This is an optimization exercise on Yosys and OpenROAD, whose aim is small area and a short achievable clock period, not a production implementation. RTL that was checked went through simulation tests only; none was proved equivalent to the original. The RTL of run 2 was laid out without a check of its function. No activity file was given, so power comes from the tool's default toggle rates.

## flow/design.v (module list and top-level ports; edited modules follow where they fit)
// module rdy_gate: 6 lines
// module nor2c: 3 lines
// module rdy_t2: 3 lines
// module and2c: 3 lines
// module nor3m: 3 lines
// module ao_en: 3 lines
// module perceptron_ctrl: 33 lines
// module perceptron_dp: 1105 lines
// module booth_enc: 4 lines
// module ao22m: 3 lines
// module mux2m: 3 lines
// module oa22m: 3 lines
// module invm: 3 lines
// module oai22m: 3 lines
// module nor2m: 3 lines
// module or2m: 3 lines
// module xor2m: 3 lines
// module xnor2m: 3 lines
// module fa: 4 lines
// module ha: 4 lines
// module perceptron_top: 44 lines
module perceptron_top #(
    parameter WIDTH = 16
  ) (
    input clk,
    input reset,
    input      val_i,
    output     rdy_o,
    output     val_o,
    input      rdy_i,
    input  [1:0] W1W0b_en_i,
    input        b_i,
    input        W0_i,
    input        W1_i,
    input signed [WIDTH-1:0] X0_i,
    input signed [WIDTH-1:0] X1_i,
    output     Y_o
);
  // ...
==> flow/flow/run.sh <==
#!/bin/bash
# The standard layout (standard.sh: unchanged synthesis and steps), with
#  - the port buffers made of a plain buffer cell instead of the delay buffer
#    that buffer_ports picks by default, and
#  - setup repair limited to resizing gates and swapping pins (no buffer
#    insertion or gate cloning).
# ORFS keeps each step's full log under orfs/logs/; make's own output goes to
# make.log here.
set -euo pipefail
bash standard.sh BUFFER_PORTS_ARGS="-buffer_cell sky130_fd_sc_hd__buf_1" \
  SETUP_MOVE_SEQUENCE="unbuffer,sizeup,swap" finish > make.log 2>&1
==> flow/standard.sh <==
#!/bin/bash
# synth_recipe.tcl (not shown) runs the flow's synth.tcl, then flattens the netlist and writes it again
# the make line also repeats each setting of config.mk as NAME=value (left out here)
make -C /OpenROAD-flow-scripts/flow DESIGN_CONFIG=/design/flow/config.mk WORK_HOME=/design/flow/orfs CLKGATE_MAP_FILE= SYNTH_SCRIPT=/design/flow/synth_recipe.tcl "${@:-finish}"
==> flow/config.mk <==
export PLATFORM = sky130hd
export DESIGN_NAME = perceptron_top
export DESIGN_NICKNAME = perceptron_top
export VERILOG_FILES = /design/flow/design.v
export SDC_FILE = /design/flow/constraint.sdc
export NUM_CORES = 4
export LEC_CHECK = 0
export CAP_MARGIN = 20
export CORE_MARGIN = 2
export CORE_UTILIZATION = 55
export CTS_BUF_LIST = sky130_fd_sc_hd__clkbuf_8
export SETUP_SLACK_MARGIN = 4.6
export SLEW_MARGIN = 20
export SYNTH_HIERARCHICAL = 1
export SYNTH_MINIMUM_KEEP_SIZE = 0
==> flow/constraint.sdc <==
create_clock -name core_clock -period 9.0 [get_ports {clk}]
set_input_delay 1.8000 -clock core_clock [delete_from_list [all_inputs] [get_ports {clk}]]
set_output_delay 1.8000 -clock core_clock [all_outputs]
set_load 0.01 [all_outputs]
==> results_dict.tcl, run 1 <==
set metrics [dict create \
    outcome "complete, no violations" \
    regArea_mm2 0.00280 \
    post_cts_buffers 0 \
    clk_path_buf_depth 2 \
    drive_above_1_share_pct 11.7 \
    met3_usage_pct 6.52 \
    cp.arrival_ns 4.63 \
    p_sw_mw 2.86 \
    critPathKind "register to register" \
    antenna_found_initial 1 \
    routabilityCongestion 0.910 \
    cts-resized-gates 59 \
    yosys.area_share.simple_pct 3.49 \
    synth-async-reset-ratio_pct 0 \
    synthAdderAreaFrac_pct 37.2 \
    viasPerCell 6.70 \
    cts_hold_buf 0 \
    intPower_mw 3.23 \
    p_per_area_mw_per_mm2 398 \
    die_area_mm2 0.0264 \
    cp_top_family "adder cells" \
    critPathLaunch "dp.twon1[0]$_DFF_P_" \
    synth_edf_count 0 \
    met1_length_um 17700 \
    syn2layout_area_growth_pct 10.8 \
    biggestCellCategory "multi-input gates" \
    rsz0062_at_grt "yes" \
    multi_input_area_mm2 0.0112 \
    coreArea_mm2 0.0245 \
    overflow 0 \
    finalSetupViolCount 0 \
    cp.depth 12 \
    post-synth-top-area-cell "fa_1" \
    synth_mux_area_share_pct 0.181 \
    layout_commonest_cell "o22ai_1" \
    hold_end "dp.eg_q$_DFF_P_" \
    clkSinkCount 131 \
]
==> run 2: changes to the inputs <==
--- a/flow/design.v
+++ b/flow/design.v
@@ -195,23 +195,23 @@
 wire c1033, s1034, c1035, s1036, c1037, s1038, c1039, s1040, c1041, s1042, c1043, s1044;
 wire c1045, s1046, c1047, s1048, c1049, s1050, c1051, s1052, c1053, s1054, c1055, s1056;
 wire c1057, s1058, c1059, s1060, c1061, s1062, c1063, s1064, c1065, s1066, c1067, s1068;
 wire c1069, s1070, c1071, s1072, c1073, s1074, c1075, s1076, c1077, s1078, c1079, s1080;
 wire c1081, s1082, c1083, s1084, c1085, s1086, c1087, s1088, c1089, g1090, q1091, g1092;
 wire q1093, G1094, g1095, q1096, G1097, g1098, q1099, G1100, g1101, q1102, G1103, g1104;
 wire q1105, g1106, q1107, G1108, P1109, g1110, q1111, G1112, g1113, q1114, G1115, P1116;
 wire g1117, q1118, G1119, g1120, q1121, G1122, g1123, q1124, G1125, P1126, g1127, q1128;
-wire G1129, g1130, q1131, G1132, P1133, g1134, q1135, g1136, q1137, G1138, P1139, g1140;
-wire q1141, G1142, g1143, q1144, G1145, P1146, g1147, q1148, g1149, q1150, G1151, P1152;
-wire g1153, q1154, g1155, q1156, g1157, q1158, g1159, q1160, g1161, q1162, g1163, q1164;
-wire g1165, q1166, g1167, q1168, g1169, q1170, g1171, q1172, g1173, q1174, g1175, q1176;
-wire G1177, G1178, P1179, G1180, P1181, G1182, P1183, G1184, P1185, G1186, P1187, G1188;
-wire P1189, G1190, P1191, G1192, G1193, P1194, G1195, P1196, G1197, P1198, G1199, G1200;
-wire P1201, G1202;
+wire G1129, g1130, q1131, G1132, P1133, g1134, q1135, g1136, q1137, g1138, q1139, g1140;
+wire q1141, g1142, q1143, g1144, q1145, g1146, q1147, g1148, q1149, g1150, q1151, g1152;
+wire q1153, g1154, q1155, g1156, q1157, g1158, q1159, g1160, q1161, g1162, q1163, g1164;
+wire q1165, g1166, q1167, g1168, q1169, G1170, G1171, P1172, G1173, P1174, G1175, P1176;
+wire G1177, P1178, G1179, P1180, G1181, P1182, G1183, P1184, G1185, P1186, G1187, P1188;
+wire G1189, G1190, P1191, G1192, P1193, G1194, P1195, G1196, P1197, G1198, G1199, P1200;
+wire G1201, G1202;
 nor2m u_sel1 (.a(wn0[0]), .b(onen0[0]), .y(sel1));
 xor2m u_p2 (.a(sel1), .b(neg0[0]), .y(p2));
 oai22m u_sel3 (.a(wn0[1]), .b(onen0[0]), .c(wn0[0]), .d(twon0[0]), .y(sel3));
 xor2m u_p4 (.a(sel3), .b(neg0[0]), .y(p4));
 oai22m u_sel5 (.a(wn0[2]), .b(onen0[0]), .c(wn0[1]), .d(twon0[0]), .y(sel5));
 xor2m u_p6 (.a(sel5), .b(neg0[0]), .y(p6));
 oai22m u_sel7 (.a(wn0[3]), .b(onen0[0]), .c(wn0[2]), .d(twon0[0]), .y(sel7));
 xor2m u_p8 (.a(sel7), .b(neg0[0]), .y(p8));
@@ -1072,106 +1072,101 @@
 assign P1126 = P1116 & q1124;
 assign g1127 = c625 & s644;
 assign q1128 = c625 | s644;
 assign G1129 = g1127 | (q1128 & G1122);
 assign g1130 = c1065 & s1072;
 assign q1131 = c1065 | s1072;
 assign G1132 = G1125 | (P1126 & g1130);
 assign P1133 = P1126 & q1131;
-assign g1134 = c1041 & s1052;
-assign q1135 = c1041 | s1052;
-assign g1136 = c1053 & s1064;
-assign q1137 = c1053 | s1064;
-assign G1138 = g1136 | (q1137 & g1134);
-assign P1139 = q1137 & q1135;
-assign g1140 = s662 & s664;
-assign q1141 = s662 | s664;
-assign G1142 = g1140 | (q1141 & G1129);
-assign g1143 = c1025 & s1040;
-assign q1144 = c1025 | s1040;
-assign G1145 = G1138 | (P1139 & g1143);
-assign P1146 = P1139 & q1144;
-assign g1147 = c665 & s688;
-assign q1148 = c665 | s688;
-assign g1149 = c689 & s712;
-assign q1150 = c689 | s712;
-assign G1151 = g1149 | (q1150 & g1147);
-assign P1152 = q1150 & q1148;
-reg [30:0] cs;
-reg eg_q, y_hold;
+reg [38:0] cs;
+wire [38:0] cs_new = {P1133, G1132, s1064, c1053, s1052, c1041, s1040, c1025, s1024, c1009, s1008, c989, s988, c969, s968, c945, s944, c921, s920, c893, s892, c865, s864, c833, s832, c801, s800, c769, s768, c741, s740, c713, s712, c689, s688, c665, s664, s662, G1129};
+wire [38:0] cs_d;
+wire eg_hold = ~en_egress;
+ao22m u_hcs [38:0] (.a(cs_new), .b(en_egress), .c(cs), .d(eg_hold), .y(cs_d));
 always @ (posedge clk)
-begin
-  cs     <= {P1133, G1132, P1146, G1145, s1024, c1009, s1008, c989, s988, c969, s968, c945, s944, c921, s920, c893, s892, c865, s864, c833, s832, c801, s800, c769, s768, c741, s740, c713, P1152, G1151, G1142};
-  eg_q   <= en_egress;
-  y_hold <= Y_o;
-end
-assign g1153 = cs[3] & cs[4];
-assign q1154 = cs[3] | cs[4];
-assign g1155 = cs[5] & cs[6];
-assign q1156 = cs[5] | cs[6];
-assign g1157 = cs[7] & cs[8];
-assign q1158 = cs[7] | cs[8];
-assign g1159 = cs[9] & cs[10];
-assign q1160 = cs[9] | cs[10];
-assign g1161 = cs[11] & cs[12];
-assign q1162 = cs[11] | cs[12];
-assign g1163 = cs[13] & cs[14];
-assign q1164 = cs[13] | cs[14];
-assign g1165 = cs[15] & cs[16];
-assign q1166 = cs[15] | cs[16];
-assign g1167 = cs[17] & cs[18];
-assign q1168 = cs[17] | cs[18];
-assign g1169 = cs[19] & cs[20];
-assign q1170 = cs[19] | cs[20];
-assign g1171 = cs[21] & cs[22];
-assign q1172 = cs[21] | cs[22];
-assign g1173 = cs[23] & cs[24];
-assign q1174 = cs[23] | cs[24];
-assign g1175 = cs[25] & cs[26];
-assign q1176 = cs[25] | cs[26];
-assign G1177 = cs[1] | (cs[2] & cs[0]);
-assign G1178 = cs[29] | (cs[30] & cs[27]);
-assign P1179 = cs[30] & cs[28];
-assign G1180 = g1155 | (q1156 & g1153);
-assign P1181 = q1156 & q1154;
-assign G1182 = g1159 | (q1160 & g1157);
-assign P1183 = q1160 & q1158;
-assign G1184 = g1163 | (q1164 & g1161);
-assign P1185 = q1164 & q1162;
-assign G1186 = g1167 | (q1168 & g1165);
-assign P1187 = q1168 & q1166;
-assign G1188 = g1171 | (q1172 & g1169);
-assign P1189 = q1172 & q1170;
-assign G1190 = g1175 | (q1176 & g1173);
-assign P1191 = q1176 & q1174;
-assign G1192 = G1180 | (P1181 & G1177);
-assign G1193 = G1184 | (P1185 & G1182);
-assign P1194 = P1185 & P1183;
-assign G1195 = G1188 | (P1189 & G1186);
-assign P1196 = P1189 & P1187;
-assign G1197 = G1178 | (P1179 & G1190);
-assign P1198 = P1179 & P1191;
-assign G1199 = G1193 | (P1194 & G1192);
-assign G1200 = G1197 | (P1198 & G1195);
-assign P1201 = P1198 & P1196;
-assign G1202 = G1200 | (P1201 & G1199);
-wire y_new = ~(1'b1 ^ G1202);
-mux2m u_ysel (.a(y_new), .b(y_hold), .s(eg_q), .y(Y_o));
+  cs <= cs_d;
+assign g1134 = cs[1] & cs[2];
+assign q1135 = cs[1] | cs[2];
+assign g1136 = cs[3] & cs[4];
+assign q1137 = cs[3] | cs[4];
+assign g1138 = cs[5] & cs[6];
+assign q1139 = cs[5] | cs[6];
+assign g1140 = cs[7] & cs[8];
+assign q1141 = cs[7] | cs[8];
+assign g1142 = cs[9] & cs[10];
+assign q1143 = cs[9] | cs[10];
+assign g1144 = cs[11] & cs[12];
+assign q1145 = cs[11] | cs[12];
+assign g1146 = cs[13] & cs[14];
+assign q1147 = cs[13] | cs[14];
+assign g1148 = cs[15] & cs[16];
+assign q1149 = cs[15] | cs[16];
+assign g1150 = cs[17] & cs[18];
+assign q1151 = cs[17] | cs[18];
+assign g1152 = cs[19] & cs[20];
+assign q1153 = cs[19] | cs[20];
+assign g1154 = cs[21] & cs[22];
+assign q1155 = cs[21] | cs[22];
+assign g1156 = cs[23] & cs[24];
+assign q1157 = cs[23] | cs[24];
+assign g1158 = cs[25] & cs[26];
+assign q1159 = cs[25] | cs[26];
+assign g1160 = cs[27] & cs[28];
+assign q1161 = cs[27] | cs[28];
+assign g1162 = cs[29] & cs[30];
+assign q1163 = cs[29] | cs[30];
+assign g1164 = cs[31] & cs[32];
+assign q1165 = cs[31] | cs[32];
+assign g1166 = cs[33] & cs[34];
+assign q1167 = cs[33] | cs[34];
+assign g1168 = cs[35] & cs[36];
+assign q1169 = cs[35] | cs[36];
+assign G1170 = g1134 | (q1135 & cs[0]);
+assign G1171 = g1138 | (q1139 & g1136);
+assign P1172 = q1139 & q1137;
+assign G1173 = g1142 | (q1143 & g1140);
+assign P1174 = q1143 & q1141;
+assign G1175 = g1146 | (q1147 & g1144);
+assign P1176 = q1147 & q1145;
+assign G1177 = g1150 | (q1151 & g1148);
+assign P1178 = q1151 & q1149;
+assign G1179 = g1154 | (q1155 & g1152);
+assign P1180 = q1155 & q1153;
+assign G1181 = g1158 | (q1159 & g1156);
+assign P1182 = q1159 & q1157;
+assign G1183 = g1162 | (q1163 & g1160);
+assign P1184 = q1163 & q1161;
+assign G1185 = g1166 | (q1167 & g1164);
+assign P1186 = q1167 & q1165;
+assign G1187 = cs[37] | (cs[38] & g1168);
+assign P1188 = cs[38] & q1169;
+assign G1189 = G1171 | (P1172 & G1170);
+assign G1190 = G1175 | (P1176 & G1173);
+assign P1191 = P1176 & P1174;
+assign G1192 = G1179 | (P1180 & G1177);
+assign P1193 = P1180 & P1178;
+assign G1194 = G1183 | (P1184 & G1181);
+assign P1195 = P1184 & P1182;
+assign G1196 = G1187 | (P1188 & G1185);
+assign P1197 = P1188 & P1186;
+assign G1198 = G1190 | (P1191 & G1189);
+assign G1199 = G1194 | (P1195 & G1192);
+assign P1200 = P1195 & P1193;
+assign G1201 = G1199 | (P1200 & G1198);
+assign G1202 = G1196 | (P1197 & G1201);
+assign Y_o = ~(1'b1 ^ G1202);
 endmodule
 module booth_enc (input xh, input xm, input xl, output onen, output twon);
   assign onen = ~(xm ^ xl);
   assign twon = ~((xh ^ xm) & ~(xm ^ xl));
 endmodule
 module ao22m (input a, input b, input c, input d, output y);
   assign y = (a & b) | (c & d);
 endmodule
-module mux2m (input a, input b, input s, output y);
-  assign y = s ? a : b;
-endmodule
 module oa22m (input a, input b, input c, input d, output y);
   assign y = (a | b) & (c | d);
 endmodule
 module invm (input a, output y);
   assign y = ~a;
 endmodule
 module oai22m (input a, input b, input c, input d, output y);
   assign y = ~((a | b) & (c | d));
==> results_dict.tcl, run 2 <==
set metrics [dict create \
    outcome "complete, no violations" \
    layout_commonest_cell "o22ai_1" \
    routabilityCongestion 0.969 \
    cp.arrival_ns 4.73 \
    via_count 11600 \
    p_leak_nw 6.86 \
    clkSinkCount 137 \
    final_cell_mix "o22ai_1, xor2_1, fa_1" \
    largest_reg_flops 39 \
    seq_area_frac_synth_pct 19.2 \
    layout.nets 1652 \
    grt_pass1_wl_um 69700 \
    track_usage_pct 34.7 \
    yosysMostFrequentCell "o22ai_1" \
    rsz0062_at_grt "yes" \
    syn2layout_area_growth_pct 11.0 \
    multi_input_area_mm2 0.0115 \
    nFillCells 2127 \
    skew_ns 0.0262 \
    regMostFlops "dp.cs" \
    numPlacedInstances 1659 \
    relSlewSlack_pct 33.7 \
    worstPathRequired_ns 9.39 \
    synth_cell_types 51 \
    worstHoldStart "ctrl.val_o_reg$_SDFFE_PN0P_" \
    drive_above_1_share_pct 11.9 \
    regArea_mm2 0.00296 \
    fmax_mhz 231 \
    postSynthCellCount 1247 \
    fin_area_mm2 0.0158 \
    final_cells 1692 \
    dieHeight_um 165 \
    critPathKind "register to register" \
    antenna_found_initial 0 \
    cp-end-kind "register" \
    power_mw 7.13 \
    finish.utilization_pct 62.5 \
    post_cts_buffers 0 \
    clk_path_buf_depth 2 \
    dominantRegCellSynth "dfxtp_1" \
    ys_warn_count 8 \
    finalWirelength_um 44900 \
    dpl_worst_slack_ns 4.24 \
    first_pass_iters 8 \
    tritoncts "yes" \
    crit_path_max_fanout 16 \
    critPathLaunch "dp.wn1[6]$_DFF_P_" \
    setup_slack_ns 4.66 \
    viasPerCell 6.83 \
    hold_viol_final 0 \
    clock-root-buffer "clkbuf_8" \
    die_area_mm2 0.0272 \
    io_pins 44 \
    drc 0 \
    min_period_over_period_pct 48.2 \
    tns_ns 0 \
    post-synth-top-area-cell "fa_1" \
    syn_area_mm2 0.0143 \
    coreArea_mm2 0.0253 \
    finalSetupViolCount 0 \
    vdd_drop_max_mv 0.599 \
    synth_common_cells "o22ai_1, xor2_1, fa_1" \
    min_period_ns 4.34 \
    hpwl_um 32000 \
    worst_slew_pin_slew_ns 0.995 \
    overflow 0 \
    avgSynthCellArea_um2 11.4 \
    fin_hold_ws_ns 0.473 \
    clk_latency_ns 0.48 \
    grt_max_degree 50 \
    cp-start-kind "register" \
    start_util_pct 56.3 \
    r2r_start "dp.wn1[6]$_DFF_P_" \
    htreeDepth 4 \
    port_buffers 43 \
    clkTransAtPathRegs_ns 0.12 \
    cts_made_buffers 17 \
    cap_violations 0 \
    maxSlewViolCount 0 \
    hold_class "register to register" \
    dieWidth_um 165 \
    grt_pass1_vias 11700 \
    wl_per_cell_um 26.5 \
    synth_edf_count 0 \
    postPlaceCellArea_mm2 0.0151 \
    ant_nets 0 \
    rows 58 \
    p_per_area_mw_per_mm2 450 \
    synth_top_area_share_pct 33.7 \
    synth-async-reset-ratio_pct 0 \
    first_iter_violations 1186 \
    ys_ff_latch 137 \
    synth.area.top_cells "fa_1, dfxtp_1, xor2_1" \
]
==> run 2: changes by cell type in the layout (fill, tap and decap cells not counted), moves of 6 or more <==
cell,delta
buf_6,+7
nor2_1,-12
dfxtp_4,+13
dfxtp_2,-8
a21oi_1,-6
a22o_1,+38
==> run 2: cell type report <==
type,count,area share [%]
Inverter,9,0.213
Tap cell,330,2.61
Antenna cell,1,0.0158
Timing Repair Buffer,77,2.96
Sequential cell,137,18.7
Multi-Input combinational cell,1106,72.8
Clock buffer,17,1.48
Clock inverter,15,1.22
==> run 2: metal layers <==
layer  wire, um  up-vias  global-route usage, %  part of all wire [%]
met5          0        -                      0                     0
met2      21000      709                   56.6                    47
met3       3900      166                   6.07                   8.7
met1      17400     5749                   44.8                    39
met4       2580        0                   17.1                   5.7
li1           -     4939                      -                     -
==> run 2: worst max-delay path, stage by stage (launching register included) <==
cell and delay (ns):
dfxtp_1 0.38, buf_6 0.22, o22ai_1 0.13, xor2_1 0.18
fa_1 0.46, fa_1 0.48, fa_1 0.48, fa_1 0.40
fa_1 0.45, fa_1 0.39, fa_1 0.43, a22o_1 0.24
==> run 2: what timing repair did <==
action	CTS	global route
gates resized for setup	58	72
endpoints found under the setup margin	17	12
hold buffers	0	0
pin swaps	0	1
==> run 2: cell families (layout without fill, tap and decap cells) <==
| kind of cell | after synthesis | in the layout | synth area share, % |
|---|---|---|---|
| buffers and inverters | 9 | 118 | 0.237 |
| flip-flops | 137 | 137 | 19.2 |
| XOR/XNOR | 297 | 297 | 18.2 |
| AO/OA/AOI/OAI | 456 | 456 | 23.1 |
| AND/OR/NAND/NOR | 79 | 79 | 3.12 |
| multiplexers | 1 | 1 | 0.0702 |
| other | 1 | 7 | 0.0263 |
| adder cells (fa/ha/maj) | 267 | 267 | 36.0 |
==> run 2: power breakdown <==
group          total [mW]  internal, mW  leakage [nW]  switching (mW)
clock               0.558         0.216         0.212           0.342
combinational        5.44          3.03          5.50            2.41
sequential           1.13         0.875          1.15           0.256
total                7.13          4.12          6.86            3.01
==> run 2: path summary, 6_finish.rpt <==
| kind | end | slack [ns] | depth (start not counted) |
|---|---|---|---|
| max | dp.cs[22]$_DFF_P_ | 4.66 | 11 |
| min | ctrl.val_o$_SDFFE_PN0P_ | 0.47 | 2 |
| max reg2reg | dp.cs[22]$_DFF_P_ | 4.66 | 11 |
| min reg2reg | ctrl.val_o$_SDFFE_PN0P_ | 0.47 | 2 |
==> run 2: modules after synthesis, one instance, submodules excluded, excerpt <==
module           copies in the design  cell area, um2  cells  flip-flops and latches
oa22m                              32            8.76      1                       0
oai22m                            256            6.26      1                       0
ao22m                             103            8.76      1                       0
or2m                                9            6.26      1                       0
rdy_t2                              1            12.5      2                       0
ao_en                               1            11.3      2                       0
perceptron_ctrl                     1            92.6      8                       2
nor2m                              16            3.75      1                       0
and2c                               1            6.26      1                       0

## static timing again, ports no longer ideal
The results above use ideal ports. As a check the final layouts listed here were re-extracted and re-timed, cells and wires unchanged. Step 1, drivers: a clkbuf_16 drives clk and a buf_2 each remaining input, both assumed. Step 2 adds t to the input delays and takes it off the output delays; t is the mean of the earliest and latest rising clock arrival at the registers after step 1. Input paths then give back, and output paths get back, about the clock's delay inside the block. Three values: ideal ports, drivers, drivers and shift; two values: the first two.
run | t, ns | setup slack, ns | hold slack, ns | cell pins on the clock port's net
run 1 | 0.512 | 4.730 / 4.686 / 4.718 | 0.466 / 0.466 / 0.466 | 1
run 2 | 0.517 | 4.664 / 4.664 / 4.664 | 0.473 / 0.473 / 0.473 | 1
After both steps every run listed still meets setup and hold. The setup slack of run 1, which loses most, moves by -0.044 ns with the drivers and by -0.012 ns with both steps.
